This is an optimization exercise on Yosys and OpenROAD, whose aim is small area, a short achievable clock period and few clock cycles per item, not a production implementation.
In this exercise RTL edits were held to simulation tests only and were not proved equivalent to the original.
Power and IR drop assume default switching activity.

File: design/flow/config.mk
export PLATFORM = sky130hd
export DESIGN_NAME = calculator
export DESIGN_NICKNAME = calculator
export VERILOG_FILES = /design/flow/design.v
export SDC_FILE = /design/flow/constraint.sdc
export NUM_CORES = 4
export LEC_CHECK = 0
export ABC_CLOCK_PERIOD_IN_PS = 1500
export CAP_MARGIN = 20
export CORE_MARGIN = 2
export CORE_UTILIZATION = 40
export SETUP_SLACK_MARGIN = 1.2
export SLEW_MARGIN = 20
File: design/flow/constraint.sdc
create_clock -name core_clock -period 4.0 [get_ports {clk}]
set_input_delay 0.8000 -clock core_clock [delete_from_list [all_inputs] [get_ports {clk}]]
set_output_delay 0.8000 -clock core_clock [all_outputs]
set_load 0.01 [all_outputs]
File: design/flow/design.v
module calculator(
    input  wire        clk,
    input  wire        rst_n,
    input  wire        start,
    input  wire [1:0]  op,
    input  wire [15:0] a,
    input  wire [15:0] b,
    output wire [15:0] result,
    output reg         overflow,
    output reg         done,
    output reg         error
);
reg  [15:0] X, Y, R;
reg  [4:0]  cnt;         
reg  [1:0]  opr;         
wire is_mul = (opr == 2'b10);
wire is_div = (opr == 2'b11);
wire subtr  = opr[0];
wire addsub = ~opr[1];
wire [16:0] A = {R, Y[15] & ~is_mul};
wire [17:0] T;
pfx_add #(.W(17)) u_add (.a(A), .b({subtr, X}), .ci(subtr), .s(T[16:0]), .co(T[17]));
wire        cy = T[17];                  
wire [15:0] v = {R[11:0], Y[15:12]};
wire [15:0] top_x;
genvar gi;
generate
    for (gi = 0; gi < 16; gi = gi + 1) begin : tx
        if (gi == 15) begin : t
            assign top_x[gi] = 1'b1;
        end else begin : n
            assign top_x[gi] = &X[15:gi+1];
        end
    end
endgenerate
wire cnt_ge4  = |cnt[4:2];
wire skip_mul = cnt_ge4 & is_mul & (Y[15:12] == 4'd0);
wire skip_div = cnt_ge4 & is_div & (R[15:12] == 4'd0) & ~|(v & top_x);
wire skip     = skip_mul | skip_div;
wire use_t = addsub | (is_mul & Y[15]) | (is_div & cy);
wire q     = is_div & cy;
wire [4:0] cnt_m1 = cnt - 5'd1;
wire [4:0] cnt_m4 = cnt - 5'd4;
wire last = skip ? (cnt == 5'd4) : (cnt == 5'd1);
wire busy = |cnt;
wire b_zero    = (b == 16'd0);
wire st_div    = (op == 2'b11);
wire st_addsub = ~op[1];
wire ov_as  = busy & addsub;
wire ov_m   = busy & is_mul;
wire a15    = R[14];
wire ov_next = (overflow & ~ov_as)
             | (ov_m & (R[15] | (skip_mul & |R[14:12])))
             | (ov_m & ~skip_mul & Y[15] & T[16])
             | (ov_as & (a15 == X[15]) & (T[15] ^ a15));
always @(posedge clk) begin
    opr <= op;
    if (start) begin
        X      <= op[0] ? ~b : b;
        Y      <= {st_addsub ? a[0] : a[15], a[14:0]};
        R      <= st_addsub ? {1'b0, a[15:1]} : 16'd0;
        error  <= st_div & b_zero;
        overflow <= 1'b0;
    end else begin
        if (skip) begin
            R <= {R[11:0], Y[15:12]};
            Y <= {Y[11:0], 4'd0};
        end else begin
            R <= use_t ? T[15:0] : {R[14:0], Y[15]};
            Y <= {Y[14:0], q};
        end
        overflow <= ov_next;
    end
end
always @(posedge clk or negedge rst_n) begin
    if (!rst_n) begin
        cnt  <= 5'd0;
        done <= 1'b0;
    end else if (start) begin
        cnt  <= (st_div & b_zero) ? 5'd0 : (st_addsub ? 5'd1 : 5'd16);
        done <= st_div & b_zero;
    end else begin
        cnt  <= ~busy ? 5'd0 : (skip ? cnt_m4 : cnt_m1);
        done <= busy & last;
    end
end
assign result = (is_div & ~error) ? Y : R;
endmodule
module pfx_add #(parameter W = 16) (
    input  wire [W-1:0] a,
    input  wire [W-1:0] b,
    input  wire         ci,
    output wire [W-1:0] s,
    output wire         co
);
    wire [W:0] g [0:5];
    wire [W:0] p [0:5];
    assign g[0] = {a & b, ci};
    assign p[0] = {a ^ b, 1'b0};
    genvar l, i;
    generate
        for (l = 0; l < 5; l = l + 1) begin : lvl
            for (i = 0; i <= W; i = i + 1) begin : bt
                if (i >= (1 << l)) begin : mg
                    assign g[l+1][i] = g[l][i] | (p[l][i] & g[l][i - (1 << l)]);
                    assign p[l+1][i] = p[l][i] & p[l][i - (1 << l)];
                end else begin : cp
                    assign g[l+1][i] = g[l][i];
                    assign p[l+1][i] = p[l][i];
                end
            end
        end
    endgenerate
    assign s  = p[0][W:1] ^ g[5][W-1:0];
    assign co = g[5][W];
endmodule
File: design/flow/flow/run.sh
#!/bin/bash
# Own layout flow: the standard ORFS layout (standard.sh), with the port
# buffers that global placement inserts made plain buffers
# (sky130_fd_sc_hd__buf_1) instead of the delay cell buffer_ports picks by
# default. Every input and output port still gets its own buffer.
# Full tool output goes to flow.log in the work folder; ORFS's per-step logs
# stay under orfs/logs/.
set -euo pipefail
cd "$(dirname "$0")/.."
bash standard.sh "BUFFER_PORTS_ARGS=-buffer_cell sky130_fd_sc_hd__buf_1" finish > flow.log 2>&1
File: design/flow/standard.sh
#!/bin/bash
# synth_recipe.tcl (not shown) runs the flow's synth.tcl, then flattens the netlist and writes it again
# the make line also repeats each setting of config.mk as NAME=value (left out here)
make -C /OpenROAD-flow-scripts/flow DESIGN_CONFIG=/design/flow/config.mk WORK_HOME=/design/flow/orfs CLKGATE_MAP_FILE= SYNTH_SCRIPT=/design/flow/synth_recipe.tcl "${@:-finish}"
==> results of run 1 <==
## metrics by stage
step	hold WS [ns]	util [%]	total power [mW]	cell area (µm²)	setup WS [ns]
2_1_floorplan	0.4409	-	1.909	4013	1.549
3_3_place_gp	0.4470	44.09	2.266	4309	1.079
3_5_place_dp	0.4631	44.09	2.275	4309	1.007
4_1_cts	0.3334	46.13	2.793	4509	1.203
5_1_grt	0.3469	46.70	3.032	4564	1.086
6_report	0.3284	46.70	2.836	4564	1.272
## per-layer routing
| metal | wire length, µm | up-vias | share of wire, % |
|---|---|---|---|
| li1 | - | 1765 | - |
| met5 | 0 | - | 0 |
| met2 | 5343 | 108 | 48 |
| met4 | 189 | 0 | 1.7 |
| met1 | 4972 | 1694 | 45 |
| met3 | 538 | 20 | 4.9 |
## registers in the layout, indices dropped and copies added, names as in the netlist
signal / cells
cnt: 5
X: 16
error: 1
R: 16
Y: 16
opr: 2
overflow: 1
done: 1
## synth_stat cells (all sizes together), types with 12 or more instances
cell	count
nand2	47
o21ai	45
a21oi	43
dfxtp	35
nor2	29
xor2	25
ha	23
inv	20
edfxtp	17
mux2i	15
mux2	14
buf	12
## logic make-up after synthesis
logic type | count (synthesis) | share of synthesized area (%)
AOI/OAI and AO/OA | 137 | 21.36
DFF | 58 | 33.93
buffers and inverters | 43 | 4.926
adders and majority gates | 24 | 7.671
muxes | 29 | 7.764
and+or+nand+nor | 137 | 17.15
xor gates and xnor gates | 33 | 7.203
## critical path, cell delays in order (launching register included)
cell	delay (ns)
dfrtp_1	0.40
inv_1	0.10
ha_1	0.25
ha_1	0.25
nor3_2	0.08
nand4b_4	0.11
a211oi_2	0.06
a21oi_4	0.50
nand2b_2	0.30
nor4_1	0.45
a211oi_1	0.09
## report_power, final
group / switching, mW / total (mW) / internal [mW]
clock network: 0.260 / 0.502 / 0.241
registers: 0.177 / 0.919 / 0.741
logic: 0.817 / 1.42 / 0.598
## final timing paths
path,slack (ns),depth (start not counted),end
max in group asynchronous,3.40,1,cnt[4]
hold reg to reg,0.47,1,done
setup / recovery,1.27,10,R[0]
hold / removal,0.33,1,done
min in group core_clock,0.47,1,done
setup reg to reg,1.27,10,R[0]
## timing repair
| item | CTS | global route |
|---|---|---|
| gates cloned | 0 | 1 |
| gates resized for setup | 6 | 11 |
| pin swaps | 1 | 2 |
| setup endpoints to repair | 33 | 29 |
## cell type report
cell class | count | share of cell area, %
clock buffers | 10 | 3.015
multi-input cells | 361 | 55.54
well taps | 133 | 3.646
flip-flops and latches | 58 | 29.91
inverters | 20 | 1.645
repair buffers | 60 | 5.373
clock inverters | 6 | 0.8772
## cell usage in the layout (no fill, tap or decap), drive strengths merged, types with 5 or more instances in the layout
cell type  instances
nand2b             8
nand2             47
xnor2              8
dfrtp              6
edfxtp            17
inv               22
a21oi             43
nand3             10
nor4               5
clkbuf            11
a22oi              5
buf               59
a211oi             6
a21o               6
mux2i             15
nor2              29
nor2b              6
nor3              11
dfxtp             35
xor2              25
mux2              14
o21ai             45
ha                23
==> flow_metrics.env, run 1 <==
export IMPL_die_y_um=104.2
export IMPL_synth_cell_area_um2=4013
export IMPL_synthFlopType="dfxtp_1"
export IMPL_irDropWorstVdd_uv=237.5
export IMPL_htreeDepth=3
export IMPL_setup_violations=0
export IMPL_hold_viol_final=0
export IMPL_sequential_cell_area_um2=1365
export IMPL_detailedRoute_firstIterationViolations=200
export IMPL_first_global_vias=3431
export IMPL_grt_met1_usage_pct=27.08
export IMPL_floorplan_core_area_um2=9774
export IMPL_top_post_synthesis_cells_by_area="dfxtp_1, edfxtp_1, ha_1"
export IMPL_vias_per_cell=5.535
export IMPL_nNetsFinal=571
export IMPL_timing_critical_path_from_type="flip-flop"
export IMPL_power_density_nw_per_um2=621.3
export IMPL_maxCapViolations=0
export IMPL_report_final_slew_viol_count=0
export IMPL_synth_seq_cells=58
export IMPL_rsz0062_at_grt="yes"
export IMPL_wirelength_um=11040
export IMPL_max_clock_freq_mhz=366.6
export IMPL_pin_slew_with_the_least_headroom_to_its_limit_ns=0.8157
export IMPL_port_buffers=55
export IMPL_initial_core_util_pct=41.05
export IMPL_grt_max_degree=28
export IMPL_die_width_um=104.2
export IMPL_clock_sinks=58
export IMPL_area_growth_pct=13.75
export IMPL_top_usage_layer="met2"
export IMPL_cts_root_buffer="clkbuf_8"
export IMPL_post_cts_buffers=0
export IMPL_clk_pin_slew_ns=0.07
export IMPL_worst_setup_path_end_kind="flip-flop"
export IMPL_postSynthCellCount=461
export IMPL_multi_input_comb_area_um2=2535
export IMPL_avgRoutedWirePerCell_um=17.04
export IMPL_grt_first_pass_wirelength_um=17470
export IMPL_critical_path_required_ns=4.20
export IMPL_top_area_cell_type_share_of_the_netlist_area_pct=17.46
export IMPL_final_setup_tns_ns=0
export IMPL_synth_edf_count=17
export IMPL_n_fill_cell=998
export IMPL_finalCritPeriodShare_pct=68.20
export IMPL_pre_repair_dr_iteration_count=5
export IMPL_timing_final_crit_period_ns=2.728
export IMPL_finalClockSkew_ns=0.006478
export IMPL_critical_register_to_register_path_startpoint="cnt[2]"
export IMPL_clock_tree_buffer_depth=2
export IMPL_ios=56
export IMPL_cts_buffers=9
export IMPL_drc_errors=0
export IMPL_number_of_warnings_printed_during_yosys_synthesis=2
export IMPL_grt_antenna_before_repair=0
export IMPL_gp_congestion=0.9770
export IMPL_yosys_cell_types_count=65
export IMPL_grt_overflow_total=0
export IMPL_timing_setup_critical_path_class="reg2reg"
export IMPL_yosys_area_top_type="dfxtp_1"
export IMPL_timing_hold_worst_class="in2async"
export IMPL_dpl_hpwl_um=8226
export IMPL_run_status="finished clean"
export IMPL_placementRows=36
export IMPL_post_layout_nonfiller_instances=648
export IMPL_total_global_route_track_usage_pct=20.38
export IMPL_p_leak_nw=1.886
export IMPL_clk_insertion_delay_late_ns=0.35
export IMPL_dp_cells=631
export IMPL_detail_route_antenna_nets=0
export IMPL_yosysSeqAreaShare_pct=33.93
export IMPL_synthesis_area_per_instance_um2=8.704
export IMPL_crit_path_max_fanout=16
export IMPL_detailed_route_via_count=3587
export IMPL_cts_hold_repair_buffers=0
export IMPL_crit_start="cnt[2]"
export IMPL_crit_arrival_ns=2.93
export IMPL_postSynthNetCount=522
export IMPL_ys_async_sr_fraction_pct=10.34
export IMPL_global_route_usage_met3_pct=3.822
export IMPL_drive_gt1_share_pct=12.62
export IMPL_die_area_um2=10850
export IMPL_met2_usage_pct=33.51
export IMPL_antenna_diode_count=0
export IMPL_cts_tree="done"
export IMPL_timing_slew_headroom_pct=45.20
Testbench counts, summed over its fixed seeds: cycles 20,242, ops 3,200.
==> run 2: changes to the inputs <==
--- a/design/flow/config.mk
+++ b/design/flow/config.mk
@@ -9,5 +9,5 @@
 export CAP_MARGIN = 20
 export CORE_MARGIN = 2
 export CORE_UTILIZATION = 40
-export SETUP_SLACK_MARGIN = 1.2
+export SETUP_SLACK_MARGIN = 1.7
 export SLEW_MARGIN = 20
==> run 2 against run 1 <==
  * Clock power is 3% higher
  * Power is 22% higher
  * Area after synthesis stayed put
  * Via count is 12% higher
  * Sequential share of layout area is 5.0 points lower
  * Die area stayed put
  * Still clean on timing, DRC and antenna
  * Core utilization is 10 points higher
==> flow_metrics.env, run 2 <==
export IMPL_max_clock_freq_mhz=412.7
export IMPL_detail_route_antenna_nets=0
export IMPL_die_y_um=104.2
export IMPL_synth_most_common_cell="nand2_1"
export IMPL_area_growth_pct=38.20
export IMPL_grt_max_degree=43
export IMPL_antenna_diode_count=0
export IMPL_final_setup_tns_ns=0
export IMPL_finalClockSkew_ns=0.009737
export IMPL_yosys_cell_types_count=65
export IMPL_power_clock_fraction_pct=14.9
export IMPL_p_leak_nw=2.318
export IMPL_run_status="finished clean"
export IMPL_power_density_nw_per_um2=624.5
export IMPL_critical_register_to_register_path_startpoint="opr[0]"
export IMPL_timing_final_crit_period_ns=2.423
export IMPL_commonest_non_fill_non_tap_cell_in_the_layout="nand2_1"
export IMPL_hold_viol_final=0
export IMPL_number_of_warnings_printed_during_yosys_synthesis=2
export IMPL_postSynthCellCount=461
export IMPL_gp_congestion=0.9448
export IMPL_synth_edf_count=17
export IMPL_global_route_usage_met3_pct=4.511
export IMPL_die_width_um=104.2
export IMPL_met2_usage_pct=38.86
export IMPL_internal_power_mw=1.948
export IMPL_drc_errors=0
export IMPL_total_global_route_track_usage_pct=23.23
export IMPL_crit_path_max_fanout=4
export IMPL_yosysSeqAreaShare_pct=33.93
export IMPL_clk_pin_slew_ns=0.08
export IMPL_crit_arrival_ns=2.71
export IMPL_top_area_cell_type_share_of_the_netlist_area_pct=17.46
export IMPL_die_area_um2=10850
export IMPL_timing_setup_critical_path_class="reg2reg"
export IMPL_timing_hold_worst_class="in2async"
export IMPL_clock_tree_buffer_depth=2
export IMPL_ys_async_sr_fraction_pct=10.34
export IMPL_pre_repair_dr_iteration_count=5
export IMPL_n_fill_cell=872
export IMPL_post_layout_nonfiller_instances=693
export IMPL_critical_path_required_ns=4.29
export IMPL_report_final_slew_viol_count=0
export IMPL_grt_first_pass_wirelength_um=19800
export IMPL_avgRoutedWirePerCell_um=18.99
export IMPL_grt_overflow_total=0
export IMPL_htreeDepth=3
export IMPL_synth_seq_cells=58
export IMPL_worst_setup_path_end_kind="flip-flop"
export IMPL_synthesis_area_per_instance_um2=8.704
export IMPL_dpl_hpwl_um=8381
export IMPL_rsz0062_at_grt="yes"
export IMPL_comb_pwr_share_pct=57.7
export IMPL_setup_violations=0
export IMPL_vias_per_cell=5.805
export IMPL_finalCritPeriodShare_pct=60.58
export IMPL_cts_tree="done"
export IMPL_synthFlopType="dfxtp_1"
export IMPL_part_of_the_power_in_registers_pct=27.4
export IMPL_r2r_end="R[12]"
export IMPL_ios=56
export IMPL_pin_slew_with_the_least_headroom_to_its_limit_ns=0.9236
export IMPL_detailed_route_via_count=4023
export IMPL_yosys_area_top_type="dfxtp_1"
export IMPL_grt_antenna_before_repair=0
export IMPL_clk_insertion_delay_late_ns=0.36
export IMPL_reg2reg_setup_slack_ns=1.58
export IMPL_cts_buffers=9
export IMPL_wirelength_um=13160
export IMPL_r2r_cell_count=13
export IMPL_detailedRoute_firstIterationViolations=264
export IMPL_floorplan_core_area_um2=9774
export IMPL_top_post_synthesis_cells_by_area="dfxtp_1, edfxtp_1, ha_1"
export IMPL_final_critical_path_setup_slack_ns=1.577
export IMPL_ys_top_cells_by_count="nand2_1, a21oi_1, o21ai_0"
export IMPL_port_buffers=55
export IMPL_hold_ws_ns=0.3062
export IMPL_placementRows=36
export IMPL_cts_root_buffer="clkbuf_8"
export IMPL_postSynthNetCount=522
export IMPL_drive_gt1_share_pct=34.64
export IMPL_initial_core_util_pct=41.05
export IMPL_irDropWorstVdd_uv=293.6
export IMPL_dp_cells=631
export IMPL_swShare_pct=43.75
export IMPL_clock_sinks=58
export IMPL_mostFrequentLayoutCells="nand2_1, buf_1, buf_4"
export IMPL_nNetsFinal=616
export IMPL_grt_met1_usage_pct=28.81
export IMPL_timing_slew_headroom_pct=37.95
export IMPL_postLayoutCellArea_um2=5545
export IMPL_switchingPower_mw=1.515
export IMPL_maxCapViolations=0
export IMPL_first_global_vias=3875
export IMPL_synth_cell_area_um2=4013
export IMPL_top_usage_layer="met2"
export IMPL_timing_critical_path_from_type="flip-flop"
export IMPL_dp_worst_setup_slack_ns=1.097
export IMPL_placement_cell_area_um2=4317
export IMPL_biggestRegsByFlops="R: 16 flops, X: 16 flops, Y: 16 flops"
## run 2: per-stage QoR
stage	power (mW)	utilization [%]
CTS	3.091	52.52
global route	3.651	56.73
global placement	2.274	44.16
floorplan	1.913	-
detailed placement	2.277	44.16
finish	3.463	56.73
## run 2: area by class of cell
| cell class | count | area, µm² | area share, % |
|---|---|---|---|
| multi-input cells | 364 | 3022 | 54.49 |
| inverters | 20 | 80.08 | 1.444 |
| clock inverters | 7 | 51.30 | 0.9251 |
| clock buffers | 9 | 123.9 | 2.234 |
| repair buffers | 102 | 723.2 | 13.04 |
| flip-flops and latches | 58 | 1379 | 24.86 |
| well taps | 133 | 166.4 | 3.001 |
## run 2: kinds of logic after synthesis
family          after synthesis  share of synthesized area [%]
flops                        58                          33.93
mux                          29                          7.764
fa+ha+maj                    24                          7.671
compound gates              137                          21.36
xor+xnor                     33                          7.203
simple gates                137                          17.15
buf+inv                      43                          4.926
## run 2: worst max path at each step
stage	startpoint	endpoint	slack (ns)	depth (start not counted)
2_1_floorplan	opr[0]	R[12]	1.65	13
3_3_place_gp	opr[1]	R[3]	1.14	11
3_5_place_dp	opr[1]	R[3]	1.10	11
4_1_cts	opr[0]	result[4]	1.64	4
5_1_grt	opr[0]	R[12]	1.47	13
6_report	opr[0]	R[12]	1.58	13
## run 2: power by group through the flow
stage	sequential (mW)	combinational [mW]	clock, mW
floorplan	0.850	1.06	0
global placement	0.915	1.36	0
detailed placement	0.915	1.36	0
CTS	0.918	1.66	0.514
global route	0.965	2.14	0.545
finish	0.947	2.00	0.516
## run 2: critical path, cell delays in order (launching register included)
cell and delay, ns:
dfxtp_4 0.37, inv_6 0.08, nand2_8 0.05, nand2_4 0.06
inv_2 0.04, ha_4 0.20, a21o_1 0.18, a41oi_2 0.20
nand3_2 0.18, a21boi_4 0.22, o21bai_1 0.11, mux2i_1 0.15
or3_1 0.36, a21oi_1 0.15
## run 2: metal layers
layer  up-vias  share of wire [%]
met1      1901                 40
met4         0                3.6
met3        46                7.6
met5         -                  0
li1       1861                  -
met2       215                 49
## run 2: timing repair
item / CTS / global route
setup endpoints to repair: 52 / 49
resized for setup: 96 / 92
hold buffers: 0 / 0
setup buffers: 31 / 11
pin swaps: 23 / 26
cloned: 3 / 1
==> run 3: changes to the inputs <==
==> design/flow/config.mk (replaced) <==
export PLATFORM = sky130hd
export DESIGN_NAME = calculator
export DESIGN_NICKNAME = calculator
export VERILOG_FILES = /design/flow/design.v
export SDC_FILE = /design/flow/constraint.sdc
export NUM_CORES = 4
export LEC_CHECK = 0
export ABC_CLOCK_PERIOD_IN_PS = 1300
export CAP_MARGIN = 20
export CORE_MARGIN = 2
export CORE_UTILIZATION = 40
export SETUP_SLACK_MARGIN = 1.9
export SLEW_MARGIN = 20
==> run 3 against run 2 <==
  * Count of clock-buffer cells in the layout increased by 1
  * Wire length increased by 3.7%
  * First-iteration DRC count rose by 46%
  * Largest cell class unchanged
  * Sequential cell count stayed put
  * Still clean on timing, DRC and antenna
  * Clock power shrank 1%
  * Global-route usage is 0.67 points higher
  * Synthesized cell count unchanged
==> flow_metrics.env, run 3 <==
export IMPL_cts_buffers=9
export IMPL_vias_per_cell=5.902
export IMPL_floorplan_core_area_um2=9774
export IMPL_worst_setup_path_end_kind="flip-flop"
export IMPL_nNetsFinal=624
export IMPL_p_total_mw=3.629
export IMPL_critPathTopFamily="compound AO/OA/AOI/OAI gates"
export IMPL_power_clock_fraction_pct=14.1
export IMPL_internal_power_mw=2.056
export IMPL_mostFrequentLayoutCells="nand2_1, buf_1, buf_4"
export IMPL_number_of_warnings_printed_during_yosys_synthesis=2
export IMPL_htreeDepth=3
export IMPL_drc_errors=0
export IMPL_drive_gt1_share_pct=39.26
export IMPL_top_post_synthesis_cells_by_area="dfxtp_1, edfxtp_1, ha_1"
export IMPL_yosys_area_top_type="dfxtp_1"
export IMPL_critical_path_required_ns=4.29
export IMPL_timing_hold_worst_class="in2async"
export IMPL_worst_path_most_repeated_cell="nand2_4"
export IMPL_maxCapViolations=0
export IMPL_timing_setup_critical_path_class="reg2reg"
export IMPL_pin_slew_with_the_least_headroom_to_its_limit_ns=0.8066
export IMPL_die_width_um=104.2
export IMPL_commonest_non_fill_non_tap_cell_in_the_layout="nand2_1"
export IMPL_clock_tree_buffer_depth=2
export IMPL_grt_antenna_before_repair=0
export IMPL_swShare_pct=43.36
export IMPL_max_clock_freq_mhz=403.6
export IMPL_clk_pin_slew_ns=0.08
export IMPL_total_global_route_track_usage_pct=23.90
export IMPL_ys_async_sr_fraction_pct=10.34
export IMPL_postSynthCellCount=461
export IMPL_biggestRegsByFlops="R: 16 flops, X: 16 flops, Y: 16 flops"
export IMPL_p_leak_nw=2.438
export IMPL_comb_pwr_share_pct=59.5
export IMPL_critical_path_cell_chain="inv_4 > nand2_4 > nand2_4 > inv_2 > ha_4 > a21o_1 > a41oi_2 > nand3_2 > a21boi_4 > o21bai_1 > mux2i_1 > or3_4 > a21oi_2"
export IMPL_synthFlopType="dfxtp_1"
export IMPL_synth_seq_cells=58
export IMPL_gp_congestion=0.9533
export IMPL_crit_path_buffers_inverters=2
export IMPL_top_area_cell_type_share_of_the_netlist_area_pct=17.46
export IMPL_pre_repair_dr_iteration_count=5
export IMPL_grt_first_pass_wirelength_um=20380
export IMPL_clk_insertion_delay_late_ns=0.35
export IMPL_port_buffers=55
export IMPL_detailed_route_via_count=4137
export IMPL_final_setup_tns_ns=0
export IMPL_initial_core_util_pct=41.05
export IMPL_postSynthNetCount=522
export IMPL_wirelength_um=13650
export IMPL_detailedRoute_firstIterationViolations=386
export IMPL_finalClockSkew_ns=0.01700
export IMPL_power_density_nw_per_um2=623.0
export IMPL_area_growth_pct=45.15
export IMPL_part_of_the_power_in_registers_pct=26.4
export IMPL_run_status="finished clean"
export IMPL_cts_root_buffer="clkbuf_8"
export IMPL_clock_sinks=58
export IMPL_ios=56
export IMPL_synth_cell_area_um2=4013
export IMPL_grt_max_degree=48
export IMPL_ys_top_cells_by_count="nand2_1, a21oi_1, o21ai_0"
export IMPL_dpl_hpwl_um=8360
export IMPL_finalCritPeriodShare_pct=61.94
export IMPL_synth_edf_count=17
export IMPL_die_y_um=104.2
export IMPL_placementRows=36
export IMPL_cts_tree="done"
export IMPL_yosysSeqAreaShare_pct=33.93
export IMPL_irDropWorstVdd_uv=272.2
export IMPL_report_final_slew_viol_count=0
export IMPL_synthesis_area_per_instance_um2=8.704
export IMPL_cp_max_stage_cell="or3_4"
export IMPL_crit_path_max_fanout=4
export IMPL_rsz0062_at_grt="yes"
export IMPL_die_area_um2=10850
export IMPL_avgRoutedWirePerCell_um=19.47
export IMPL_switchingPower_mw=1.573
export IMPL_first_global_vias=3915
export IMPL_hold_viol_final=0
export IMPL_setup_violations=0
export IMPL_detail_route_antenna_nets=0
export IMPL_synth_most_common_cell="nand2_1"
export IMPL_timing_slew_headroom_pct=46.11
export IMPL_critical_path_max_stage_delay_ns=0.39
export IMPL_timing_critical_path_from_type="flip-flop"
export IMPL_timing_final_crit_period_ns=2.477
export IMPL_antenna_diode_count=0
export IMPL_yosys_cell_types_count=65
export IMPL_crit_arrival_ns=2.77
export IMPL_grt_overflow_total=0
run 3: cell counts after synthesis:
Identical to the previous run, type by type.
run 3: final timing paths:
path / from / endpoint / slack, ns / cells past startpoint
max reg2reg: opr[0] / R[12] / 1.52 / 13
min in group core_clock: cnt[4] / done / 0.46 / 1
min: rst_n / done / 0.32 / 1
max in group asynchronous: rst_n / cnt[0] / 3.42 / 1
max: opr[0] / R[12] / 1.52 / 13
min reg2reg: cnt[4] / done / 0.46 / 1
run 3: repair_timing:
item / 4_1_cts / 5_1_grt
pin swaps: 33 / 48
setup endpoints to repair: 55 / 55
resized for setup: 146 / 69
hold buffers: 0 / 0
buffers inserted: 36 / 13
cloned: 5 / 1
run 3: metal layers:
metal	global-route usage, %	vias up	wire (µm)
li1	-	1874	-
met4	7.432	0	356
met1	30.67	2018	5582
met5	0	-	0
met3	4.762	40	892
met2	40.51	205	6813
run 3: cell families after synthesis:
logic type / Yosys count / synth area share (%)
fa+ha+maj: 24 / 7.671
compound gates: 137 / 21.36
mux: 29 / 7.764
flops: 58 / 33.93
simple gates: 137 / 17.15
xor+xnor: 33 / 7.203
buf+inv: 43 / 4.926
run 3: power by group through the flow:
stage               registers, mW  clock network, mW  logic (mW)
finish                      0.959              0.511        2.16
global route                0.974              0.541        2.31
CTS                         0.928              0.506        1.83
detailed placement          0.924                  0        1.39
global placement            0.920                  0        1.38
floorplan                   0.851                  0        1.10
run 3: per-stage QoR:
stage	cells	util (%)	hold WS (ns)	worst slack (ns)	cell area, µm²
global route	701	59.59	0.3275	1.439	5824
CTS	687	55.57	0.3202	1.594	5431
detailed placement	630	44.64	0.4497	1.053	4363
finish	701	59.59	0.3182	1.523	5824
global placement	630	44.64	0.4468	1.141	4363
floorplan	461	-	0.4409	1.783	4080
run 3: layout make-up:
class	count	area, µm²
repair buffers	111	893.4
clock inverters	6	41.29
fillers	819	3950
inverters	20	77.57
clock buffers	10	137.6
flip-flops and latches	58	1383
well taps	133	166.4
multi-input cells	363	3126
==> run 4: changes to the inputs <==
--- a/design/flow/design.v
+++ b/design/flow/design.v
@@ -13,6 +13,7 @@
 reg  [15:0] X, Y, R;
 reg  [4:0]  cnt;         
 reg  [1:0]  opr;         
+reg         sel_q;       
 wire is_mul = (opr == 2'b10);
 wire is_div = (opr == 2'b11);
 wire subtr  = opr[0];
@@ -60,6 +61,7 @@
         Y      <= {st_addsub ? a[0] : a[15], a[14:0]};
         R      <= st_addsub ? {1'b0, a[15:1]} : 16'd0;
         error  <= st_div & b_zero;
+        sel_q  <= st_div & ~b_zero;
         overflow <= 1'b0;
     end else begin
         if (skip) begin
@@ -84,7 +86,7 @@
         done <= busy & last;
     end
 end
-assign result = (is_div & ~error) ? Y : R;
+assign result = sel_q ? Y : R;
 endmodule
 module pfx_add #(parameter W = 16) (
     input  wire [W-1:0] a,
==> design/flow/config.mk (replaced) <==
export PLATFORM = sky130hd
export DESIGN_NAME = calculator
export DESIGN_NICKNAME = calculator
export VERILOG_FILES = /design/flow/design.v
export SDC_FILE = /design/flow/constraint.sdc
export NUM_CORES = 4
export LEC_CHECK = 0
export ABC_CLOCK_PERIOD_IN_PS = 1500
export CAP_MARGIN = 20
export CORE_MARGIN = 2
export CORE_UTILIZATION = 40
export SETUP_SLACK_MARGIN = 1.5
export SLEW_MARGIN = 20
==> run 4 against run 3 <==
  * Sequential cell count increased by 1
  * Critical path depth decreased by 5
  * Final cell count decreased by 2.3%
  * Clock skew decreased by 0.0033 ns
  * Wire length decreased by 0.51%
  * Combinational power decreased by 17%
  * Via count decreased by 4.4%
  * Synthesized cell count increased by 0.22%
  * First-iteration DRC count decreased by 43%
  * Critical path type unchanged
  * Largest cell class unchanged
  * Largest power group unchanged
==> flow_metrics.env, run 4 <==
export IMPL_dp_cells=634
export IMPL_timing_slew_headroom_pct=54.96
export IMPL_placementRows=37
export IMPL_final_setup_tns_ns=0
export IMPL_dp_worst_setup_slack_ns=1.037
export IMPL_floorplan_core_area_um2=10180
export IMPL_hold_ws_ns=0.3159
export IMPL_yosys_area_top_type="dfxtp_1"
export IMPL_drive_gt1_share_pct=27.87
export IMPL_report_final_slew_viol_count=0
export IMPL_cts_hold_repair_buffers=0
export IMPL_detail_route_wirelength_met1_um=6075
export IMPL_synthSimpleGateAreaFrac_pct=16.79
export IMPL_dominant_combinational_cell_family_by_area_after_synthesis="compound AO/OA/AOI/OAI gates"
export IMPL_timing_setup_critical_path_class="reg2reg"
export IMPL_finalCritPeriodShare_pct=61.85
export IMPL_n_fill_cell=971
export IMPL_yosysSeqAreaShare_pct=33.57
export IMPL_setup_violations=0
export IMPL_htreeDepth=3
export IMPL_grt_antenna_before_repair=0
export IMPL_antenna_diode_count=0
export IMPL_critPathTopFamily="compound AO/OA/AOI/OAI gates"
export IMPL_pin_slew_with_the_least_headroom_to_its_limit_ns=0.6685
export IMPL_grt_first_pass_wirelength_um=19980
export IMPL_critical_path_cell_chain="ha_4 > nand4_4 > nor4_4 > o311ai_2 > o2111a_2 > nand2_8 > mux2_4 > a221o_1"
export IMPL_synth_seq_cells=59
export IMPL_p_total_mw=3.335
export IMPL_critical_path_max_stage_delay_ns=0.45
export IMPL_drc_errors=0
export IMPL_port_buffers=55
export IMPL_wirelength_um=13580
export IMPL_first_global_vias=3743
export IMPL_yosys_cell_types_count=69
export IMPL_number_of_warnings_printed_during_yosys_synthesis=2
export IMPL_detailedRoute_firstIterationViolations=219
export IMPL_post_layout_nonfiller_instances=685
export IMPL_p_leak_nw=2.098
export IMPL_clk_pin_slew_ns=0.08
export IMPL_grt_overflow_total=0
export IMPL_detail_route_antenna_nets=0
export IMPL_clock_sinks=59
export IMPL_total_global_route_track_usage_pct=23.27
export IMPL_met3_length_um=656
export IMPL_gp_congestion=0.9032
export IMPL_cts_buffers=9
export IMPL_grt_max_degree=59
export IMPL_vias_per_cell=5.772
export IMPL_timing_hold_worst_class="in2async"
export IMPL_top_routing_layer_in_use="met4"
export IMPL_crit_arrival_ns=2.71
export IMPL_nNetsFinal=605
export IMPL_met2_wirelength_um=6514
export IMPL_postSynthNetCount=523
export IMPL_top_post_synthesis_cells_by_area="dfxtp_1, edfxtp_1, ha_1"
export IMPL_cp_max_stage_cell="edfxtp_1"
export IMPL_commonest_non_fill_non_tap_cell_in_the_layout="buf_1"
export IMPL_postSynthCellCount=462
export IMPL_critical_path_required_ns=4.24
export IMPL_ys_async_sr_fraction_pct=10.17
export IMPL_ios=56
export IMPL_die_width_um=105.8
export IMPL_area_growth_pct=31.13
export IMPL_die_y_um=105.8
export IMPL_complex_gate_fraction_of_the_synthesized_area_pct=21.86
export IMPL_synthFlopType="dfxtp_1"
export IMPL_synth_mux_area_fraction_pct=9.239
export IMPL_synth_most_common_cell="nand2_1"
export IMPL_timing_critical_path_from_type="flip-flop"
export IMPL_maxCapViolations=0
export IMPL_die_area_um2=11190
export IMPL_pre_repair_dr_iteration_count=5
export IMPL_mostFrequentLayoutCells="buf_1, nand2_1, o21ai_0"
export IMPL_timing_final_crit_period_ns=2.474
export IMPL_biggestRegsByFlops="R: 16 flops, X: 16 flops, Y: 16 flops"
export IMPL_clk_insertion_delay_late_ns=0.35
export IMPL_synth_edf_count=18
export IMPL_run_status="finished clean"
export IMPL_avgRoutedWirePerCell_um=19.82
export IMPL_synthesis_area_per_instance_um2=8.970
export IMPL_ys_top_cells_by_count="nand2_1, o21ai_0, dfxtp_1"
export IMPL_power_density_nw_per_um2=613.8
export IMPL_worst_setup_path_end_kind="flip-flop"
export IMPL_irDropWorstVdd_uv=257.7
export IMPL_crit_path_max_fanout=9
export IMPL_finalClockSkew_ns=0.01365
export IMPL_yosys_area_share_xor_xnor_pct=6.552
export IMPL_dpl_hpwl_um=9503
export IMPL_max_clock_freq_mhz=404.2
export IMPL_final_critical_path_setup_slack_ns=1.526
export IMPL_hold_viol_final=0
export IMPL_cts_root_buffer="clkbuf_8"
export IMPL_yosys_area_share_adder_pct=7.428
export IMPL_crit_path_buffers_inverters=0
export IMPL_synth_cell_area_um2=4144
export IMPL_clock_tree_buffer_depth=2
export IMPL_cts_tree="done"
export IMPL_detailed_route_via_count=3954
export IMPL_initial_core_util_pct=40.69
export IMPL_top_area_cell_type_share_of_the_netlist_area_pct=16.91
export IMPL_rsz0062_at_grt="yes"
## run 4: cell count changes in the layout (fill, tap and decap cells not counted), moves of 9 or more
cell,delta
a21oi_2,-13
buf_6,-26
nor2_4,-10
buf_1,+16
o21ai_0,+20
o21ai_1,-21
nand2_1,+9
mux2_2,+17
mux2_4,-13
## run 4: what timing repair did
item | in CTS | in global routing
setup endpoints to repair | 49 | 21
cloned | 1 | 1
buffers inserted | 12 | 21
resized for setup | 44 | 54
pin swaps | 9 | 22
## run 4: where the power goes
part	leakage (nW)	internal [mW]	switching (mW)
sequential	0.549	0.757	0.204
clock	0.104	0.315	0.267
combinational	1.44	0.831	0.962
total	2.10	1.90	1.43
## run 4: cell type report
| cell class | instances | area, µm² | share of cell area [%] |
|---|---|---|---|
| clock buffers | 14 | 193.9 | 3.569 |
| clock inverters | 2 | 16.27 | 0.2993 |
| inverters | 14 | 57.56 | 1.059 |
| multi-input cells | 365 | 2990 | 55.03 |
| flip-flops and latches | 59 | 1408 | 25.90 |
| well taps | 136 | 170.2 | 3.131 |
| repair buffers | 95 | 598.1 | 11.01 |
## run 4: through the flow
stage          util (%)  area (µm²)
6_report          53.35        5434
5_1_grt           53.35        5434
4_1_cts           49.15        5006
3_5_place_dp      43.72        4453
3_3_place_gp      43.72        4453
2_1_floorplan         -        4163
## run 4: cell families (layout without fill, tap and decap cells)
kind of cell / Yosys count / in the layout
XOR/XNOR: 31 / 31
multiplexers: 36 / 36
buffers and inverters: 39 / 125
AO/OA/AOI/OAI: 139 / 140
AND/OR/NAND/NOR: 134 / 134
flip-flops: 59 / 59
adder cells (fa/ha/maj): 24 / 24
## run 4: worst register-to-register path, stage by stage, from the launching register on
cell	delay, ns
edfxtp_1	0.45
ha_4	0.36
nand4_4	0.14
nor4_4	0.33
o311ai_2	0.16
o2111a_2	0.25
nand2_8	0.09
mux2_4	0.30
a221o_1	0.29
## run 4: layer usage
layer  track usage [%]  up-vias
met1             30.11     1898
li1                  -     1901
met2             38.29      134
met3             5.690       21
met5                 0        -
met4             7.237        0
## run 4: worst paths after layout
check                      start  depth (start not counted)  endpoint  slack [ns]
max                        X[15]                          8      R[9]        1.53
max reg2reg                X[15]                          8      R[9]        1.53
min in group core_clock     Y[1]                          2      Y[2]        0.48
min reg2reg                 Y[1]                          2      Y[2]        0.48
min                        rst_n                          1    cnt[1]        0.32
max in group asynchronous  rst_n                          1    cnt[0]        3.44
Testbench counts of run 4, summed over its fixed seeds: cycles 20,242, ops 3,200.
==> run 5: changes to the inputs <==
--- a/design/flow/design.v
+++ b/design/flow/design.v
@@ -13,7 +13,6 @@
 reg  [15:0] X, Y, R;
 reg  [4:0]  cnt;         
 reg  [1:0]  opr;         
-reg         sel_q;       
 wire is_mul = (opr == 2'b10);
 wire is_div = (opr == 2'b11);
 wire subtr  = opr[0];
@@ -61,7 +60,6 @@
         Y      <= {st_addsub ? a[0] : a[15], a[14:0]};
         R      <= st_addsub ? {1'b0, a[15:1]} : 16'd0;
         error  <= st_div & b_zero;
-        sel_q  <= st_div & ~b_zero;
         overflow <= 1'b0;
     end else begin
         if (skip) begin
@@ -86,7 +84,7 @@
         done <= busy & last;
     end
 end
-assign result = sel_q ? Y : R;
+assign result = (is_div & ~error) ? Y : R;
 endmodule
 module pfx_add #(parameter W = 16) (
     input  wire [W-1:0] a,
--- a/design/flow/config.mk
+++ b/design/flow/config.mk
@@ -9,5 +9,7 @@
 export CAP_MARGIN = 20
 export CORE_MARGIN = 2
 export CORE_UTILIZATION = 40
+export CTS_CLUSTER_DIAMETER = 80
+export CTS_CLUSTER_SIZE = 30
 export SETUP_SLACK_MARGIN = 1.5
 export SLEW_MARGIN = 20
==> run 5 against run 4 <==
  * Still clean
  * Area after synthesis is 3.2% lower
  * Hold slack better by 0.0064 ns
  * Register-to-register slack hardly changed
  * Clock power is 13% lower
  * Clock skew is 0.0062 ns lower
  * Via count is 6.5% lower
  * Synthesized cell count is 0.22% lower
  * Worst setup slack better by 0.0049 ns
  * Combinational power is 13% lower
  * Critical path type unchanged
  * Critical endpoint is now R[14]
  * Largest power group unchanged
==> flow_metrics.env, run 5 <==
export IMPL_run_status="finished clean"
export IMPL_power_density_nw_per_um2=613.1
export IMPL_detail_route_antenna_nets=0
export IMPL_yosys_area_top_type="dfxtp_1"
export IMPL_p_total_mw=2.981
export IMPL_cts_hold_repair_buffers=0
export IMPL_report_final_slew_viol_count=0
export IMPL_dpl_hpwl_um=8226
export IMPL_grt_overflow_total=0
export IMPL_postSynthNetCount=522
export IMPL_timing_final_crit_period_ns=2.469
export IMPL_dp_cells=631
export IMPL_synth_most_common_cell="nand2_1"
export IMPL_postLayoutCellArea_um2=4862
export IMPL_path_depth=15
export IMPL_crit_path_buffers_inverters=4
export IMPL_synth_cell_area_um2=4013
export IMPL_commonest_non_fill_non_tap_cell_in_the_layout="buf_1"
export IMPL_crit_arrival_ns=2.71
export IMPL_die_y_um=104.2
export IMPL_timing_critical_path_from_type="flip-flop"
export IMPL_detailedRoute_firstIterationViolations=258
export IMPL_critical_path_required_ns=4.25
export IMPL_worst_setup_path_end_kind="flip-flop"
export IMPL_placementRows=36
export IMPL_area_growth_pct=21.17
export IMPL_grt_antenna_before_repair=0
export IMPL_clock_tree_buffer_depth=2
export IMPL_grt_max_degree=27
export IMPL_synthesis_area_per_instance_um2=8.704
export IMPL_cp_max_stage_cell="dfxtp_4"
export IMPL_irDropWorstVdd_uv=237.9
export IMPL_ys_top_cells_by_count="nand2_1, a21oi_1, o21ai_0"
export IMPL_cts_tree="done"
export IMPL_top_area_cell_type_share_of_the_netlist_area_pct=17.46
export IMPL_postSynthCellCount=461
export IMPL_cts_root_buffer="clkbuf_8"
export IMPL_critPathTopFamily="compound AO/OA/AOI/OAI gates"
export IMPL_clk_pin_slew_ns=0.07
export IMPL_cts_buffers=9
export IMPL_ys_async_sr_fraction_pct=10.34
export IMPL_synth_seq_cells=58
export IMPL_die_area_um2=10850
export IMPL_clk_insertion_delay_late_ns=0.36
export IMPL_critical_path_cell_chain="inv_6 > nand2_8 > nand2_4 > inv_4 > ha_4 > a21o_1 > a41oi_2 > nand3_2 > buf_4 > buf_4 > nand4_1 > nand3_1 > nand3b_1 > a21oi_1 > a221o_1"
export IMPL_total_global_route_track_usage_pct=21.14
export IMPL_port_buffers=55
export IMPL_mostFrequentLayoutCells="buf_1, nand2_1, a21oi_1"
export IMPL_r2r_cell_count=15
export IMPL_grt_first_pass_wirelength_um=18150
export IMPL_synthFlopType="dfxtp_1"
export IMPL_gp_congestion=0.9770
export IMPL_number_of_warnings_printed_during_yosys_synthesis=2
export IMPL_final_setup_tns_ns=0
export IMPL_hold_viol_final=0
export IMPL_antenna_diode_count=0
export IMPL_timing_slew_headroom_pct=43.77
export IMPL_vias_per_cell=5.528
export IMPL_initial_core_util_pct=41.05
export IMPL_pin_slew_with_the_least_headroom_to_its_limit_ns=0.8370
export IMPL_synth_edf_count=17
export IMPL_max_clock_freq_mhz=405.0
export IMPL_n_fill_cell=957
export IMPL_detailed_route_via_count=3698
export IMPL_clock_sinks=58
export IMPL_timing_hold_worst_class="in2async"
export IMPL_yosys_cell_types_count=65
export IMPL_nNetsFinal=592
export IMPL_drc_errors=0
export IMPL_ios=56
export IMPL_maxCapViolations=0
export IMPL_yosysSeqAreaShare_pct=33.93
export IMPL_worst_path_most_repeated_cell="buf_4"
export IMPL_avgRoutedWirePerCell_um=17.14
export IMPL_critical_path_max_stage_delay_ns=0.37
export IMPL_finalCritPeriodShare_pct=61.73
export IMPL_drive_gt1_share_pct=20.34
export IMPL_pre_repair_dr_iteration_count=4
export IMPL_crit_path_max_fanout=4
export IMPL_first_global_vias=3545
export IMPL_rsz0062_at_grt="yes"
export IMPL_placement_cell_area_um2=4309
export IMPL_timing_setup_critical_path_class="reg2reg"
export IMPL_setup_violations=0
export IMPL_p_leak_nw=2.001
export IMPL_die_width_um=104.2
export IMPL_htreeDepth=3
export IMPL_floorplan_core_area_um2=9774
export IMPL_finalClockSkew_ns=0.007465
export IMPL_biggestRegsByFlops="R: 16 flops, X: 16 flops, Y: 16 flops"
export IMPL_post_layout_nonfiller_instances=669
export IMPL_top_post_synthesis_cells_by_area="dfxtp_1, edfxtp_1, ha_1"
export IMPL_wirelength_um=11470
[run 5: changes by cell type in the layout (fill, tap and decap cells not counted), moves of 6 or more]
| cell | delta |
|---|---|
| a211oi_2 | -6 |
| a21oi_1 | +15 |
| buf_4 | -9 |
| ha_1 | +7 |
| ha_4 | -11 |
| inv_1 | +9 |
| nor2_1 | +9 |
| o22ai_1 | -6 |
[run 5: worst reg2reg max path: stages (launching register included)]
cell and delay, ns:
dfxtp_4 0.37, inv_6 0.07, nand2_8 0.06, nand2_4 0.09
inv_4 0.04, ha_4 0.22, a21o_1 0.18, a41oi_2 0.22
nand3_2 0.17, buf_4 0.17, buf_4 0.12, nand4_1 0.10
nand3_1 0.12, nand3b_1 0.11, a21oi_1 0.07, a221o_1 0.25
[run 5: path summary, 6_finish.rpt]
| kind | startpoint | endpoint | slack (ns) |
|---|---|---|---|
| worst max-delay path | opr[0] | R[14] | 1.53 |
| worst min-delay path | rst_n | done | 0.32 |
| worst max register to register | opr[0] | R[14] | 1.53 |
| worst min register to register | cnt[4] | done | 0.47 |
| max in group asynchronous | rst_n | cnt[4] | 3.40 |
| min in group core_clock | cnt[4] | done | 0.47 |
[run 5: cell families (layout without fill, tap and decap cells)]
| kind of cell | count (synthesis) | in the layout | share of synthesized area, % |
|---|---|---|---|
| XOR/XNOR | 33 | 33 | 7.203 |
| adder cells (fa/ha/maj) | 24 | 24 | 7.671 |
| flip-flops | 58 | 58 | 33.93 |
| buffers and inverters | 43 | 116 | 4.926 |
| AND/OR/NAND/NOR | 137 | 138 | 17.15 |
| multiplexers | 29 | 29 | 7.764 |
| AO/OA/AOI/OAI | 137 | 138 | 21.36 |
[run 5: metrics by stage]
stage,utilization (%),hold WS (ns),setup slack [ns]
after floorplan,-,0.4409,1.549
after global placement,44.09,0.4470,1.079
after detailed placement,44.09,0.4631,1.007
after CTS,47.71,0.3334,1.506
after global routing,49.74,0.3405,1.428
final,49.74,0.3223,1.531
[run 5: final cells by class]
cell class,instances,area [µm²],area share (%)
inverters,20,82.58,1.698
multi-input cells,362,2648,54.45
clock buffers,10,137.6,2.831
clock inverters,6,40.04,0.8235
well taps,133,166.4,3.423
repair buffers,80,411.6,8.466
flip-flops and latches,58,1376,28.31
[run 5: per-layer routing]
metal | vias up | track usage, % | wire, µm | part of all wire, %
li1 | 1814 | - | - | -
met1 | 1747 | 28.07 | 5194 | 45
met2 | 113 | 34.59 | 5449 | 48
met3 | 24 | 3.759 | 580 | 5.1
met4 | 0 | 7.432 | 241 | 2.1
met5 | - | 0 | 0 | 0
[run 5: power breakdown]
group / switching (mW) / internal (mW) / total (mW)
sequential: 0.181 / 0.743 / 0.924
combinational: 0.859 / 0.693 / 1.55
clock: 0.263 / 0.241 / 0.505
[run 5: repair_timing]
action / 4_1_cts / 5_1_grt
pin swaps: 9 / 15
resized for setup: 29 / 28
cloned: 2 / 0
setup endpoints to repair: 45 / 30
buffers inserted: 7 / 13
Testbench counts of run 5, summed over its fixed seeds: cycles 20,242, ops 3,200.
==> run 6: changes to the inputs <==
==> design/flow/config.mk (replaced) <==
export PLATFORM = sky130hd
export DESIGN_NAME = calculator
export DESIGN_NICKNAME = calculator
export VERILOG_FILES = /design/flow/design.v
export SDC_FILE = /design/flow/constraint.sdc
export NUM_CORES = 4
export LEC_CHECK = 0
export ABC_CLOCK_PERIOD_IN_PS = 1800
export CAP_MARGIN = 20
export CORE_MARGIN = 2
export CORE_UTILIZATION = 40
export SETUP_SLACK_MARGIN = 1.5
export SLEW_MARGIN = 20
==> run 6 against run 5 <==
  * Worst setup slack unchanged
  * Final cell count is the same
  * Global-route usage stayed put
  * Hold slack did not move
  * Fmax did not move
  * Combinational power is essentially flat
  * Critical endpoint unchanged
  * Largest cell class unchanged
==> flow_metrics.env, run 6 <==
export IMPL_run_status="finished clean"
export IMPL_grt_overflow_total=0
export IMPL_finalCritPeriodShare_pct=61.73
export IMPL_synth_edf_count=17
export IMPL_worst_setup_path_end_kind="flip-flop"
export IMPL_timing_setup_critical_path_class="reg2reg"
export IMPL_n_fill_cell=957
export IMPL_biggestRegsByFlops="R: 16 flops, X: 16 flops, Y: 16 flops"
export IMPL_antenna_diode_count=0
export IMPL_ys_top_cells_by_count="nand2_1, a21oi_1, o21ai_0"
export IMPL_finalClockSkew_ns=0.007465
export IMPL_synth_cell_area_um2=4013
export IMPL_critical_path_cell_chain="inv_6 > nand2_8 > nand2_4 > inv_4 > ha_4 > a21o_1 > a41oi_2 > nand3_2 > buf_4 > buf_4 > nand4_1 > nand3_1 > nand3b_1 > a21oi_1 > a221o_1"
export IMPL_cts_tree="done"
export IMPL_die_y_um=104.2
export IMPL_clock_tree_buffer_depth=2
export IMPL_power_density_nw_per_um2=613.1
export IMPL_clk_insertion_delay_late_ns=0.36
export IMPL_sequential_cell_area_um2=1376
export IMPL_timing_critical_path_from_type="flip-flop"
export IMPL_timing_final_crit_period_ns=2.469
export IMPL_detailed_route_via_count=3698
export IMPL_synth_mux_area_fraction_pct=7.764
export IMPL_setup_violations=0
export IMPL_detail_route_antenna_nets=0
export IMPL_clock_sinks=58
export IMPL_synthFlopType="dfxtp_1"
export IMPL_vias_per_cell=5.528
export IMPL_pin_slew_with_the_least_headroom_to_its_limit_ns=0.8370
export IMPL_hold_viol_final=0
export IMPL_rsz0062_at_grt="yes"
export IMPL_postLayoutCellArea_um2=4862
export IMPL_die_width_um=104.2
export IMPL_r2r_cell_count=15
export IMPL_first_global_vias=3545
export IMPL_synth_seq_cells=58
export IMPL_yosys_cell_types_count=65
export IMPL_nNetsFinal=592
export IMPL_grt_max_degree=27
export IMPL_drc_errors=0
export IMPL_yosysSeqAreaShare_pct=33.93
export IMPL_crit_start="opr[0]"
export IMPL_worst_path_most_repeated_cell="buf_4"
export IMPL_postSynthNetCount=522
export IMPL_dpl_hpwl_um=8226
export IMPL_floorplan_core_area_um2=9774
export IMPL_synth_most_common_cell="nand2_1"
export IMPL_mostFrequentLayoutCells="buf_1, nand2_1, a21oi_1"
export IMPL_die_area_um2=10850
export IMPL_complex_gate_fraction_of_the_synthesized_area_pct=21.36
export IMPL_timing_slew_headroom_pct=43.77
export IMPL_cp_max_stage_cell="dfxtp_4"
export IMPL_final_setup_tns_ns=0
export IMPL_top_area_cell_type_share_of_the_netlist_area_pct=17.46
export IMPL_dominant_combinational_cell_family_by_area_after_synthesis="compound AO/OA/AOI/OAI gates"
export IMPL_irDropWorstVdd_uv=237.9
export IMPL_yosys_area_share_xor_xnor_pct=7.203
export IMPL_cts_root_buffer="clkbuf_8"
export IMPL_ios=56
export IMPL_crit_arrival_ns=2.71
export IMPL_ys_async_sr_fraction_pct=10.34
export IMPL_drive_gt1_share_pct=20.34
export IMPL_maxCapViolations=0
export IMPL_total_global_route_track_usage_pct=21.14
export IMPL_placement_cell_area_um2=4309
export IMPL_multi_input_comb_area_um2=2648
export IMPL_critical_path_required_ns=4.25
export IMPL_synthesis_area_per_instance_um2=8.704
export IMPL_avgRoutedWirePerCell_um=17.14
export IMPL_number_of_warnings_printed_during_yosys_synthesis=2
export IMPL_yosys_area_top_type="dfxtp_1"
export IMPL_critical_path_max_stage_delay_ns=0.37
export IMPL_pre_repair_dr_iteration_count=4
export IMPL_max_clock_freq_mhz=405.0
export IMPL_wirelength_um=11470
export IMPL_placementRows=36
export IMPL_htreeDepth=3
export IMPL_postSynthCellCount=461
export IMPL_initial_core_util_pct=41.05
export IMPL_gp_congestion=0.9770
export IMPL_timing_hold_worst_class="in2async"
export IMPL_port_buffers=55
export IMPL_cts_buffers=9
export IMPL_crit_path_max_fanout=4
export IMPL_area_growth_pct=21.17
export IMPL_grt_first_pass_wirelength_um=18150
export IMPL_report_final_slew_viol_count=0
export IMPL_commonest_non_fill_non_tap_cell_in_the_layout="buf_1"
export IMPL_synthSimpleGateAreaFrac_pct=17.15
export IMPL_clk_pin_slew_ns=0.07
export IMPL_critical_register_to_register_path_startpoint="opr[0]"
export IMPL_detailedRoute_firstIterationViolations=258
export IMPL_p_leak_nw=2.001
export IMPL_yosys_area_share_adder_pct=7.671
export IMPL_top_post_synthesis_cells_by_area="dfxtp_1, edfxtp_1, ha_1"
export IMPL_grt_antenna_before_repair=0
run 6: cell counts after synthesis:
No cell type changed its count.
run 6: path summary, 6_finish.rpt:
path                            slack, ns      to
worst min-delay path                 0.32    done
min in group core_clock              0.47    done
worst min register to register       0.47    done
worst max-delay path                 1.53   R[14]
worst max register to register       1.53   R[14]
max in group asynchronous            3.40  cnt[4]
run 6: cell families after synthesis:
| kind of cell | after synthesis |
|---|---|
| multiplexers | 29 |
| AND/OR/NAND/NOR | 137 |
| flip-flops | 58 |
| buffers and inverters | 43 |
| adder cells (fa/ha/maj) | 24 |
| AO/OA/AOI/OAI | 137 |
| XOR/XNOR | 33 |
run 6: metal layers:
metal	GRT usage, %	vias to the layer above	part of all wire, %
met5	0	-	0
met4	7.432	0	2.1
met3	3.759	24	5.1
met2	34.59	113	48
met1	28.07	1747	45
li1	-	1814	-
run 6: area by class of cell:
class,count,area share [%]
Clock buffer,10,2.831
Multi-Input combinational cell,362,54.45
Clock inverter,6,0.8235
Inverter,20,1.698
Tap cell,133,3.423
Timing Repair Buffer,80,8.466
Sequential cell,58,28.31
run 6: through the flow:
stage	hold slack [ns]	utilization, %	std cells	setup slack, ns	power, mW
6_report	0.3223	49.74	669	1.531	2.981
5_1_grt	0.3405	49.74	669	1.428	3.184
4_1_cts	0.3334	47.71	656	1.506	2.853
3_5_place_dp	0.4631	44.09	631	1.007	2.275
3_3_place_gp	0.4470	44.09	631	1.079	2.266
2_1_floorplan	0.4409	-	461	1.549	1.909
run 6: critical path, delay by kind of cell (launching register included):
| kind | cells | cell delay [ns] |
|---|---|---|
| buf+inv | 4 | 0.40 |
| flops | 1 | 0.37 |
| simple gates | 6 | 0.65 |
| fa+ha+maj | 1 | 0.22 |
| compound gates | 4 | 0.72 |
run 6: timing repair:
item	4_1_cts	5_1_grt
buffers inserted	7	13
hold buffers	0	0
gates resized for setup	29	28
gates cloned	2	0
pin swaps	9	15
setup endpoints to repair	45	30
run 6: power by group:
part / internal (mW) / switching [mW] / total, mW
logic: 0.693 / 0.859 / 1.55
clock network: 0.241 / 0.263 / 0.505
registers: 0.743 / 0.181 / 0.924
total: 1.68 / 1.30 / 2.98
==> run 7: changes to the inputs <==
--- a/design/flow/config.mk
+++ b/design/flow/config.mk
@@ -5,7 +5,7 @@
 export SDC_FILE = /design/flow/constraint.sdc
 export NUM_CORES = 4
 export LEC_CHECK = 0
-export ABC_CLOCK_PERIOD_IN_PS = 1800
+export ABC_AREA = 1
 export CAP_MARGIN = 20
 export CORE_MARGIN = 2
 export CORE_UTILIZATION = 40
==> run 7 against run 6 <==
  * Cell area down 0.21%
  * Core utilization fell by 3.0 points
  * Still clean
  * Clock skew grew 0.0048 ns
  * Fmax up 0.86%
  * Critical endpoint is now result[11]
  * Global-route usage grew 2.8 points
  * Sequential share of layout area fell by 0.15 points
  * Sequential cell count unchanged
  * Critical path depth shrank 11
  * Power down 0.24%
  * Count of clock-buffer cells in the layout up 2
  * Register-to-register slack improved by 0.06 ns
==> flow_metrics.env, run 7 <==
export IMPL_run_status="finished clean"
export IMPL_mostFrequentLayoutCells="nand2_1, inv_1, nand3_1"
export IMPL_ys_top_cells_by_count="nand2_1, inv_1, nand3_1"
export IMPL_floorplan_core_area_um2=10370
export IMPL_synth_cell_area_um2=4299
export IMPL_first_global_vias=4243
export IMPL_cts_tree="done"
export IMPL_grt_overflow_total=0
export IMPL_grt_max_degree=47
export IMPL_synth_edf_count=17
export IMPL_p_leak_nw=2.340
export IMPL_timing_critical_path_from_type="flip-flop"
export IMPL_finalCritPeriodShare_pct=61.21
export IMPL_max_clock_freq_mhz=408.5
export IMPL_die_width_um=107.7
export IMPL_timing_setup_critical_path_class="reg2out"
export IMPL_synthFlopType="dfxtp_1"
export IMPL_dp_worst_setup_slack_ns=1.314
export IMPL_top_area_cell_type_share_of_the_netlist_area_pct=17.03
export IMPL_detail_route_antenna_nets=0
export IMPL_nNetsFinal=761
export IMPL_cts_root_buffer="clkbuf_8"
export IMPL_total_global_route_track_usage_pct=23.92
export IMPL_finalClockSkew_ns=0.01231
export IMPL_crit_path_max_fanout=8
export IMPL_clock_sinks=58
export IMPL_irDropWorstVdd_uv=282.8
export IMPL_grt_first_pass_wirelength_um=21250
export IMPL_hold_ws_ns=0.2862
export IMPL_placement_cell_area_um2=4562
export IMPL_number_of_warnings_printed_during_yosys_synthesis=2
export IMPL_port_buffers=55
export IMPL_n_fill_cell=1150
export IMPL_ios=56
export IMPL_synth_seq_cells=58
export IMPL_clock_tree_buffer_depth=2
export IMPL_critical_path_required_ns=3.20
export IMPL_cts_buffers=9
export IMPL_final_setup_tns_ns=0
export IMPL_die_area_um2=11590
export IMPL_reg2reg_setup_slack_ns=1.59
export IMPL_yosysSeqAreaShare_pct=31.66
export IMPL_synth_most_common_cell="nand2_1"
export IMPL_r2r_end="R[2]"
export IMPL_yosys_cell_types_count=40
export IMPL_drc_errors=0
export IMPL_timing_final_crit_period_ns=2.448
export IMPL_postSynthCellCount=645
export IMPL_gp_congestion=0.8978
export IMPL_final_critical_path_setup_slack_ns=1.552
export IMPL_p_total_mw=2.974
export IMPL_synthesis_area_per_instance_um2=6.665
export IMPL_critical_register_to_register_path_startpoint="R[7]"
export IMPL_detailedRoute_firstIterationViolations=344
export IMPL_cts_hold_repair_buffers=0
export IMPL_avgRoutedWirePerCell_um=15.96
export IMPL_maxCapViolations=0
export IMPL_postSynthNetCount=706
export IMPL_yosys_area_top_type="nand2_1"
export IMPL_dpl_hpwl_um=10230
export IMPL_die_y_um=107.7
export IMPL_setup_violations=0
export IMPL_initial_core_util_pct=41.46
export IMPL_dp_cells=816
export IMPL_pin_slew_with_the_least_headroom_to_its_limit_ns=0.8714
export IMPL_rsz0062_at_grt="yes"
export IMPL_crit_arrival_ns=1.65
export IMPL_top_post_synthesis_cells_by_area="nand2_1, dfxtp_1, edfxtp_1"
export IMPL_post_layout_nonfiller_instances=841
export IMPL_drive_gt1_share_pct=7.092
export IMPL_timing_hold_worst_class="in2async"
export IMPL_htreeDepth=3
export IMPL_area_growth_pct=12.86
export IMPL_placementRows=37
export IMPL_report_final_slew_viol_count=0
export IMPL_power_density_nw_per_um2=612.9
export IMPL_clk_insertion_delay_late_ns=0.36
export IMPL_hold_viol_final=0
export IMPL_postLayoutCellArea_um2=4852
export IMPL_biggestRegsByFlops="R: 16 flops, X: 16 flops, Y: 16 flops"
export IMPL_ys_async_sr_fraction_pct=10.34
export IMPL_antenna_diode_count=0
export IMPL_worst_setup_path_end_kind="primary output"
export IMPL_vias_per_cell=5.303
export IMPL_pre_repair_dr_iteration_count=5
export IMPL_wirelength_um=13420
export IMPL_detailed_route_via_count=4460
export IMPL_r2r_cell_count=13
export IMPL_util_after_layout_pct=46.79
export IMPL_clk_pin_slew_ns=0.07
export IMPL_timing_slew_headroom_pct=41.91
export IMPL_commonest_non_fill_non_tap_cell_in_the_layout="nand2_1"
export IMPL_grt_antenna_before_repair=0
## run 7: critical path: stages (launching register included)
cell	delay (ns)
dfxtp_2	0.41
nand2_2	0.15
or2_4	0.33
o21ai_0	0.21
buf_1	0.18
## run 7: where the power goes
group / switching, mW / total [mW] / internal (mW) / leakage [nW]
logic: 0.978 / 1.51 / 0.536 / 1.71
registers: 0.171 / 0.916 / 0.745 / 0.537
clock network: 0.244 / 0.543 / 0.300 / 0.0954
total: 1.39 / 2.97 / 1.58 / 2.34
## run 7: worst max-delay path by stage
stage / end / cells after the start / slack, ns / start
floorplan: result[0] / 5 / 1.88 / opr[0]
global placement: R[15] / 15 / 1.39 / cnt[2]
detailed placement: R[15] / 15 / 1.31 / cnt[2]
CTS: result[12] / 4 / 1.46 / opr[0]
global route: R[15] / 17 / 1.43 / opr[1]
finish: result[11] / 4 / 1.55 / opr[0]
## run 7: area by class of cell
cell class	count	area, µm²	share of cell area (%)
clock inverter	4	42.54	0.8767
clock buffer	12	145.1	2.991
multi-input combinational	493	2560	52.76
timing repair buffer	66	294.0	6.060
tap	136	170.2	3.507
inverter	72	274.0	5.647
sequential	58	1366	28.16
## run 7: cell families (layout without fill, tap and decap cells)
kind of cell	after synthesis	after routing	share of synthesized area [%]
AND/OR/NAND/NOR	337	339	33.21
adder cells (fa/ha/maj)	24	24	7.160
buffers and inverters	96	154	9.662
AO/OA/AOI/OAI	104	104	13.01
XOR/XNOR	26	26	5.297
flip-flops	58	58	31.66
## run 7: layer usage
metal | GRT usage (%) | vias to the layer above | wire [µm]
met1 | 32.05 | 2034 | 6079
met4 | 9.707 | 0 | 285
met3 | 5.811 | 30 | 1012
met2 | 36.88 | 180 | 6045
met5 | 0 | - | 0
li1 | - | 2216 | -
## run 7: what timing repair did
action                                  CTS  global route
resized for setup                         4            14
setup buffers                             0             7
pin swaps                                 0             2
cloned                                    0             2
endpoints found under the setup margin   49            47
hold endpoints to repair                  0             0
==> run 8: changes to the inputs <==
--- a/design/flow/config.mk
+++ b/design/flow/config.mk
@@ -9,5 +9,5 @@
 export CAP_MARGIN = 20
 export CORE_MARGIN = 2
 export CORE_UTILIZATION = 40
-export SETUP_SLACK_MARGIN = 1.5
+export SETUP_SLACK_MARGIN = 1.6
 export SLEW_MARGIN = 20
==> run 8 against run 7 <==
  * Global-route usage rose by 0.61 points
  * Count of clock-buffer cells in the layout stayed put
  * Final cell count up 0.48%
  * First-iteration DRC count grew 22%
  * Area after synthesis stayed put
  * Hold slack gained 0.0012 ns
  * Critical path type unchanged
  * Highest routed layer unchanged
==> flow_metrics.env, run 8 <==
export IMPL_r2r_cell_count=14
export IMPL_grt_max_degree=47
export IMPL_p_leak_nw=2.400
export IMPL_postSynthCellCount=645
export IMPL_r2r_end="cnt[1]"
export IMPL_maxCapViolations=0
export IMPL_postSynthNetCount=706
export IMPL_port_buffers=55
export IMPL_total_global_route_track_usage_pct=24.53
export IMPL_grt_first_pass_wirelength_um=21710
export IMPL_timing_critical_path_from_type="flip-flop"
export IMPL_hold_viol_final=0
export IMPL_detailedRoute_firstIterationViolations=418
export IMPL_cts_buffers=9
export IMPL_die_y_um=107.7
export IMPL_pre_repair_dr_iteration_count=5
export IMPL_dpl_hpwl_um=10230
export IMPL_clock_sinks=58
export IMPL_number_of_warnings_printed_during_yosys_synthesis=2
export IMPL_finalClockSkew_ns=0.01334
export IMPL_yosysSeqAreaShare_pct=31.66
export IMPL_nNetsFinal=765
export IMPL_crit_arrival_ns=1.60
export IMPL_critical_register_to_register_path_startpoint="cnt[2]"
export IMPL_mostFrequentLayoutCells="nand2_1, inv_1, nand3_1"
export IMPL_timing_hold_worst_class="in2async"
export IMPL_clock_tree_buffer_depth=2
export IMPL_p_total_mw=3.026
export IMPL_final_setup_tns_ns=0
export IMPL_timing_setup_critical_path_class="reg2out"
export IMPL_biggestRegsByFlops="R: 16 flops, X: 16 flops, Y: 16 flops"
export IMPL_drc_errors=0
export IMPL_cts_root_buffer="clkbuf_8"
export IMPL_floorplan_core_area_um2=10370
export IMPL_ys_async_sr_fraction_pct=10.34
export IMPL_detailed_route_via_count=4460
export IMPL_antenna_diode_count=0
export IMPL_first_global_vias=4266
export IMPL_detail_route_antenna_nets=0
export IMPL_rsz0062_at_grt="yes"
export IMPL_report_final_slew_viol_count=0
export IMPL_die_width_um=107.7
export IMPL_wirelength_um=13620
export IMPL_yosys_cell_types_count=40
export IMPL_initial_core_util_pct=41.46
export IMPL_clk_pin_slew_ns=0.07
export IMPL_worst_setup_path_end_kind="primary output"
export IMPL_met2_wirelength_um=6279
export IMPL_crit_path_end="result[12]"
export IMPL_run_status="finished clean"
export IMPL_irDropWorstVdd_uv=292.2
export IMPL_clk_insertion_delay_late_ns=0.36
export IMPL_synth_seq_cells=58
export IMPL_synth_cell_area_um2=4299
export IMPL_die_area_um2=11590
export IMPL_finalCritPeriodShare_pct=59.97
export IMPL_internal_power_mw=1.615
export IMPL_avgRoutedWirePerCell_um=16.11
export IMPL_detail_route_wirelength_met1_um=6056
export IMPL_part_of_the_power_in_registers_pct=30.4
export IMPL_timing_slew_headroom_pct=39.53
export IMPL_power_clock_fraction_pct=17.9
export IMPL_power_density_nw_per_um2=610.3
export IMPL_switchingPower_mw=1.411
export IMPL_top_post_synthesis_cells_by_area="nand2_1, dfxtp_1, edfxtp_1"
export IMPL_grt_overflow_total=0
export IMPL_timing_final_crit_period_ns=2.399
export IMPL_comb_pwr_share_pct=51.7
export IMPL_pin_slew_with_the_least_headroom_to_its_limit_ns=0.9070
export IMPL_placementRows=37
export IMPL_crit_start="opr[0]"
run 8: cell type report:
cell class                 instances  area (µm²)
sequential                        58        1370
tap                              136       170.2
multi-input combinational        495        2616
timing repair buffer              68       340.3
clock inverter                     4       42.54
fill                            1137        5411
clock buffer                      12       145.1
inverter                          72       274.0
run 8: through the flow:
stage                     util (%)  hold WS [ns]  cell area, µm²  cells  setup WS [ns]
after global routing         47.82        0.3169            4959    845          1.547
after global placement       43.99        0.4668            4562    816          1.393
after CTS                    46.30        0.2830            4801    834          1.601
final                        47.82        0.2874            4959    845          1.601
after detailed placement     43.99        0.4848            4562    816          1.314
after floorplan                  -        0.4530            4299    645          1.878
run 8: critical path: stages (launching register included):
cell and delay (ns):
dfxtp_4 0.40, nand2_2 0.14, or2_4 0.34, o21ai_1 0.19, clkbuf_2 0.17
run 8: worst min path at each step:
stage	startpoint	endpoint	slack [ns]	depth (start not counted)
5_1_grt	rst_n	done	0.32	1
4_1_cts	rst_n	done	0.28	1
3_3_place_gp	Y[3]	Y[4]	0.47	2
6_report	rst_n	done	0.29	1
2_1_floorplan	Y[3]	Y[4]	0.45	2
3_5_place_dp	Y[3]	Y[4]	0.48	2
run 8: cells by family (layout without fill, tap and decap cells):
group / after synthesis / count (layout) / synth area share, %
flops: 58 / 58 / 31.66
compound gates: 104 / 104 / 13.01
xor+xnor: 26 / 26 / 5.297
simple gates: 337 / 341 / 33.21
fa+ha+maj: 24 / 24 / 7.160
buf+inv: 96 / 156 / 9.662
run 8: timing repair:
item                                    in CTS  in global routing
endpoints found under the setup margin      51                 45
setup buffers                                0                  9
pin swaps                                    2                  4
cloned                                       2                  2
resized for setup                           18                 35
run 8: power groups by stage:
stage | Combinational, mW | Clock, mW | Sequential [mW]
finish | 1.56 | 0.543 | 0.919
global route | 1.78 | 0.577 | 0.932
CTS | 1.49 | 0.553 | 0.913
detailed placement | 1.46 | 0 | 0.923
global placement | 1.45 | 0 | 0.924
floorplan | 1.11 | 0 | 0.846
run 8: per-layer routing:
metal	track usage, %	up-vias
met1	33.58	2037
met3	5.387	20
met2	37.60	176
li1	-	2227
met4	9.524	0
met5	0	-

Setup slack of run 8, layout unchanged: 1.601 ns with ideal ports, 1.566 ns with driving cells assumed (clock clkbuf_16, inputs buf_2), 1.456 ns with port delays also shifted by the 0.387 ns mid clock arrival.
